Background: an optimization exercise with open tools, aiming at small area. Do not read the settings as production practice.
The RTL was checked by simulation tests, not by an equivalence proof against the original design.
Power is estimated from default activity; no workload was simulated.

===== design/flow/design.v =====
module bcd(
		input      [7:0] value,
		output reg [3:0] hundreds,
		output reg [3:0] tens,
		output reg [3:0] ones
	);
	integer i;
	always @( value ) begin
		hundreds = 0;
		tens = 0;
		ones = 0;
		for( i=7; i>=0; i=i-1 ) begin
			if( hundreds >= 5 )
				hundreds = hundreds + 3;
			if( tens >= 5 )
				tens = tens + 3;
			if( ones >= 5 )
				ones = ones + 3;
			hundreds = hundreds << 1;
			hundreds[0] = tens[3];
			tens = tens << 1;
			tens[0] = ones[3];
			ones = ones << 1;
			ones[0] = value[i];
		end
	end
endmodule
module seven_segment(
		input      [3:0] value,
		output reg [6:0] display
	);
	always @( value ) begin
		case( value )
			0: display <= 7'b1000000;
			1: display <= 7'b1001111;
			2: display <= 7'b0100100;
			3: display <= 7'b0110000;
			4: display <= 7'b0011001;
			5: display <= 7'b0010010;
			6: display <= 7'b0000010;
			7: display <= 7'b1111000;
			8: display <= 7'b0000000;
			9: display <= 7'b0011000;
			default: display <= 7'b1111111;
		endcase
	end
endmodule
module clock(
		input  [0:0] CLOCK_24,
		input        RST,
		input  [1:0] KEY,
		output [6:0] HEX0,
		output [6:0] HEX1,
		output [6:0] HEX2,
		output [6:0] HEX3,
		output [13:0] GPIO_0
	);
	localparam DIVIDE = 2400;
	reg  [11:0] int_count;
	reg  [5:0] seconds;
	reg  [5:0] minutes;
	reg  [4:0] hours;
	reg  [5:0] days;
	reg  [4:0] months;
	reg  [6:0] years;
	reg  [7:0] bcd_input;
	wire [3:0] bcd_output_ones;
	wire [3:0] bcd_output_tens;
	wire [3:0] bcd_output_hundreds;
	bcd bcd_decoder(
		.value( bcd_input ),
		.hundreds( bcd_output_hundreds ),
		.tens( bcd_output_tens ),
		.ones( bcd_output_ones )
	);
	reg  [3:0] ss_input;
	wire [6:0] ss_output;
	seven_segment ss_decoder(
		.value( ss_input ),
		.display( ss_output )
	);
	reg  [3:0] display_counter;
	reg  [6:0] display_buffer [0:5];
	assign GPIO_0[13:7] = display_buffer[0];
	assign GPIO_0[6:0]  = display_buffer[1];
	assign HEX0         = display_buffer[2];
	assign HEX1         = display_buffer[3];
	assign HEX2         = display_buffer[4];
	assign HEX3         = display_buffer[5];
	reg  [3:0] set_state;
	reg key_ff1 [0:1];
	reg key_ff2 [0:1];
	reg key_reg [0:1];
	integer i;
	always @( posedge CLOCK_24[0] ) begin
		for( i=1; i>=0; i=i-1 ) begin
			if( RST ) begin
				key_ff1[i] <= 0;
				key_ff2[i] <= 0;
			end
			else begin
				key_ff1[i] <= !KEY[i];
				key_ff2[i] <= key_ff1[i];
			end
		end
	end
	always @( posedge CLOCK_24[0] ) begin
		if( RST ) begin
		int_count = 0;
		seconds = 0;
		minutes = 0;
		hours = 0;
		days = 1;
		months = 1;
		years = 0;
		set_state = 0;
		display_counter = 0;
		key_reg[0] = 0;
		key_reg[1] = 0;
		end
		else begin
		int_count = int_count + 1;
		if( int_count == DIVIDE ) begin
			seconds = seconds + 1;
			int_count = 0;
			if( seconds == 60 ) begin
				seconds = 0;
				minutes = minutes + 1;
			end
			if( minutes == 60 ) begin
				minutes = 0;
				hours = hours + 1;
			end
			if( hours == 24 ) begin
				hours = 0;
				days = days + 1;
			end
			if( ( months == 4 || months == 6 || months == 9 || months == 11 ) && days == 31 && set_state == 0 ) begin
				months = months + 1;
				days = 1;
			end
			else if( months == 2 && years[1:0] == 0 && days == 30 && set_state == 0 ) begin
				months = months + 1;
				days = 1;
			end
			else if( months == 2 && years[1:0] != 0 && days == 29 && set_state == 0 ) begin
				months = months + 1;
				days = 1;
			end
			else if( days == 32 ) begin
				months = months + 1;
				days = 1;				
			end
			if( months == 13 ) begin
				months = 1;
				years = years + 1;
			end
		end
		if( key_ff2[0] && !key_reg[0] ) begin
			set_state = set_state + 1;
			if( set_state == 7 )
				set_state = 0;
			key_reg[0] = 1;
		end
		if( key_ff2[1] && !key_reg[1] ) begin
			case( set_state )
				1: begin
					hours = hours + 1;
					if( hours == 24 )
						hours = 0;
				end
				2: begin
					minutes = minutes + 1;
					if( minutes == 60 )
						minutes = 0;
				end
				3: begin
					seconds = 0;
					int_count = 0;
				end
				4: begin
					days = days + 1;
					if( days == 32 )
						days = 1;
				end
				5: begin
					months = months + 1;
					if( months == 13 )
						months = 1;
				end
				6: begin
					years = years + 1;
					if( years == 100 )
						years = 0;
				end
			endcase
			key_reg[1] = 1;
		end
		for( i=1; i>=0; i=i-1 ) begin
			if( !key_ff2[i] )
				key_reg[i] = 0;
		end
		if( key_ff2[1] && set_state == 0 || set_state > 3 ) begin
			case( display_counter[3:1] )
				0: bcd_input <= months;
				1: bcd_input <= days;
				2: bcd_input <= years;
			endcase
		end
		else begin
			case( display_counter[3:1] )
				0: bcd_input <= minutes;
				1: bcd_input <= hours;
				2: bcd_input <= seconds;
			endcase
		end
		if( display_counter[0] )
			ss_input <= bcd_output_ones;
		else
			ss_input <= bcd_output_tens;
		display_buffer[display_counter] = ss_output;
		if( int_count[8] == 0 ) begin
			case( set_state )
				1,4: begin
					display_buffer[5] = 7'b1111111;
					display_buffer[4] = 7'b1111111;
				end
				2,5: begin
					display_buffer[3] = 7'b1111111;
					display_buffer[2] = 7'b1111111;
				end
				3,6: begin
					display_buffer[1] = 7'b1111111;
					display_buffer[0] = 7'b1111111;
				end
			endcase
		end
		display_counter = display_counter + 1;
		if( display_counter == 6 )
			display_counter = 0;
		end
	end
endmodule

===== design/flow/run.sh =====
#!/bin/bash
# synth_recipe.tcl (not shown) runs the flow's synth.tcl, then flattens the netlist and writes it again
# the make line also repeats each setting of config.mk as NAME=value (left out here)
make -C /OpenROAD-flow-scripts/flow DESIGN_CONFIG=/design/flow/config.mk WORK_HOME=/design/flow/orfs CLKGATE_MAP_FILE= SYNTH_SCRIPT=/design/flow/synth_recipe.tcl finish

===== design/flow/config.mk =====
export PLATFORM = sky130hd
export DESIGN_NAME = clock
export DESIGN_NICKNAME = clock
export VERILOG_FILES = /design/flow/design.v
export SDC_FILE = /design/flow/constraint.sdc
export NUM_CORES = 4
export LEC_CHECK = 0
export CAP_MARGIN = 20
export CORE_MARGIN = 2
export CORE_UTILIZATION = 40
export SLEW_MARGIN = 20

===== design/flow/constraint.sdc =====
create_clock -name core_clock -period 10.0 [get_ports {CLOCK_24}]
set_input_delay 2.0000 -clock core_clock [delete_from_list [all_inputs] [get_ports {CLOCK_24}]]
set_output_delay 2.0000 -clock core_clock [all_outputs]
set_load 0.01 [all_outputs]

==> flow_summary_export.csv <==
group,metric,value,unit
outcome,status,"timing/DRC/antenna clean",
timing,rsz0062_at_grt,"false",
detailed_routing,drt_iter0_markers,428,
clocking,cts_tree,"built",
detailed_routing,viasPerCell,5.41,
finish,num-nets-final,1048,
clocking,cts-root-buf,"clkbuf_16",
setup_path,path_max_fanout,7,
finish,final_util,46.9,%
clocking,post_cts_resized,0,
synthesis,postSynthAreaPerCell,8.08,µm²
die,dieArea,0.0210,mm²
die,core_area,0.0195,mm²
placement,dp_hpwl,14.6,mm
setup_path,timing.critical_path.from,"bcd_input[4]",
finish,drive_above_1_share,7.07,%
clocking,insertion_delay,0.41,ns
setup_path,cp-end-kind,"register",
timing,skew,0.0119,ns
timing,tns,0,ns
clocking,cts.htree.levels,4,
die,row_count,51,
timing,worstMarginPinSlew,1.12,ns
detailed_routing,routedWlPerCell,15.7,µm
synthesis,synth_edf_count,11,
finish,final_cell_mix,"nand2_1 (145), dfxtp_1 (110), nor2_1 (86)",
clocking,hold_buffers,0,
synthesis,synth_cell_types,85,
hold_path,hold_depth,1,
global_route,grt_max_degree,44,
global_route,grt_pass1_wl,33.1,mm
die,ioPinCount,46,
clocking,cts_sinks,121,
power_and_ir_drop,p_per_area,187,mW/mm²
setup_path,crit_type,"reg -> reg",
setup_path,worstPathArrival,5.50,ns
detailed_routing,ant_nets,0,
synthesis,synth_ff_type,"dfxtp_1",
clocking,clkTransAtPathRegs,0.06,ns
finish,fillers,1893,
timing,maxSlewHeadroom,24.5,%
die,start_util,40.8,%
global_route,overflow,0,
finish,largest_register_ffs,42,
synthesis,synth_nets,1023,
timing,fin_crit,5.20,ns
placement,gp_congestion,0.905,
hold_path,min_from,"key_ff1[1]",
synthesis,syn_area,0.00793,mm²
placement,portBuffers,45,
detailed_routing,wl,20.1,mm
detailed_routing,vias,6937,
global_route,antenna_found_initial,0,
setup_path,required,10.29,ns
hold_path,worstHoldPathType,"reg -> reg",
finish,final_common_cell,"nand2_1",
power_and_ir_drop,leakagePower,0.00351,µW
global_route,track_usage,19.8,%
setup_path,reg2reg_depth,26,
die,die_x,145,µm
setup_path,r2r_start,"bcd_input[4]",
synthesis,ys_ff_latch,121,
clocking,tritoncts.num_buffers,17,
timing,period_share,52.0,%
timing,clock.fmax,0.192,GHz
synthesis,yosys_warnings,6,
timing,setup_ws,4.80,ns
synthesis,syn_inst,981,
timing,finalHoldViolations,0,
finish,antennaDiodeCount,0,
synthesis,synthArstFlopShare,0,%
detailed_routing,drcViolationCount,0,
flow_run,maxCapViolCount,0,
finish,syn_to_final_growth,15.0,%
placement,pre_cts_slack,4.79,ns
die,die_h,145,µm
timing,setup_violations,0,
synthesis,yosysSeqAreaShare,31.9,%
clocking,cts_buffer_depth,2,
global_route,grt_pass1_vias,6395,
setup_path,start_kind,"register",
detailed_routing,drt_pass1_iterations,5,
timing,slew_violations,0,
power_and_ir_drop,vdd_ir_drop_max,0.152,mV
clocking,postCtsSetupBuffers,0,
worst max-delay path, stage by stage, from the launching register on:
cell and delay (ns):
edfxtp_1 0.40, inv_1 0.11, ha_1 0.14, inv_1 0.04
ha_1 0.22, a21oi_1 0.26, xnor2_1 0.23, ha_1 0.20
nand2b_1 0.11, o211ai_1 0.13, and2_1 0.19, xnor2_1 0.29
ha_1 0.25, nand2b_1 0.08, nor2b_1 0.13, mux2i_1 0.27
ha_1 0.20, inv_1 0.04, ha_1 0.20, a21oi_1 0.25
xor2_1 0.11, nor2_1 0.11, a21oi_1 0.07, mux2i_1 0.48
inv_1 0.09, ha_1 0.21, o31a_1 0.29
synthesized netlist by cell type (7+ instances only):
| library cell | instances | area (µm²) |
|---|---|---|
| o211ai_1 | 11 | 82.6 |
| ha_1 | 38 | 475 |
| a21o_1 | 8 | 60.1 |
| mux2_2 | 8 | 90.1 |
| clkbuf_1 | 35 | 131 |
| nand3_1 | 50 | 250 |
| o21a_1 | 10 | 75.1 |
| a211oi_1 | 8 | 60.1 |
| o22ai_1 | 9 | 56.3 |
| a31oi_1 | 9 | 56.3 |
| dfxtp_1 | 110 | 2200 |
| nand2_1 | 145 | 544 |
| nand4_1 | 12 | 75.1 |
| nor3_1 | 32 | 160 |
| xor2_1 | 19 | 166 |
| mux2i_1 | 33 | 330 |
| edfxtp_1 | 11 | 330 |
| nor2_1 | 86 | 323 |
| nor4_1 | 8 | 50.1 |
| nor2b_1 | 18 | 113 |
| xnor2_1 | 36 | 315 |
| a21oi_1 | 27 | 135 |
| o31a_1 | 7 | 61.3 |
| nor4b_1 | 9 | 78.8 |
| inv_1 | 42 | 158 |
| o21ai_0 | 30 | 150 |
| and3_1 | 10 | 62.6 |
| and2_1 | 19 | 119 |
| nand2b_1 | 15 | 93.8 |
report_power, final:
group / internal (µW) / switching, µW / total (µW)
logic: 235 / 216 / 450
clock network: 346 / 224 / 570
registers: 592 / 92.0 / 684
kinds of logic after synthesis:
logic type	Yosys count	synth area share (%)
simple gates	452	28.4
compound gates	183	17.0
flops	121	31.9
buf+inv	87	4.35
xor+xnor	55	6.07
mux	45	6.23
fa+ha+maj	38	5.99
worst paths after layout:
kind	slack, ns	endpoint
setup / recovery	4.80	ss_output[5]
hold / removal	0.44	key_ff2[1]
setup reg to reg	4.80	ss_output[5]
hold reg to reg	0.44	key_ff2[1]
through the flow:
step	hold slack, ns	total power [µW]	instances	area, µm²
global placement	0.423	1140	1251	8560
finish	0.436	1700	1283	9120
global route	0.463	1800	1283	9120
floorplan	0.414	920	981	7930
detailed placement	0.424	1140	1252	8570
CTS	0.437	1720	1283	9110
final cells by class:
type                       instances  area [µm²]  share of cell area (%)
multi-input combinational        773        5060                    55.5
clock inverter                    11        98.8                    1.08
clock buffer                      20         447                    4.90
sequential                       121        2530                    27.8
inverter                          43         161                    1.77
tap                              265         332                    3.63
timing repair buffer              50         488                    5.35
per-layer routing:
| layer | global-route usage [%] | vias to the layer above | share of wire (%) |
|---|---|---|---|
| li1 | - | 3562 | - |
| met1 | 28.0 | 3227 | 50 |
| met2 | 30.2 | 131 | 44 |
| met3 | 4.94 | 17 | 5.0 |
| met4 | 4.91 | 0 | 1.2 |
| met5 | 0 | - | 0 |
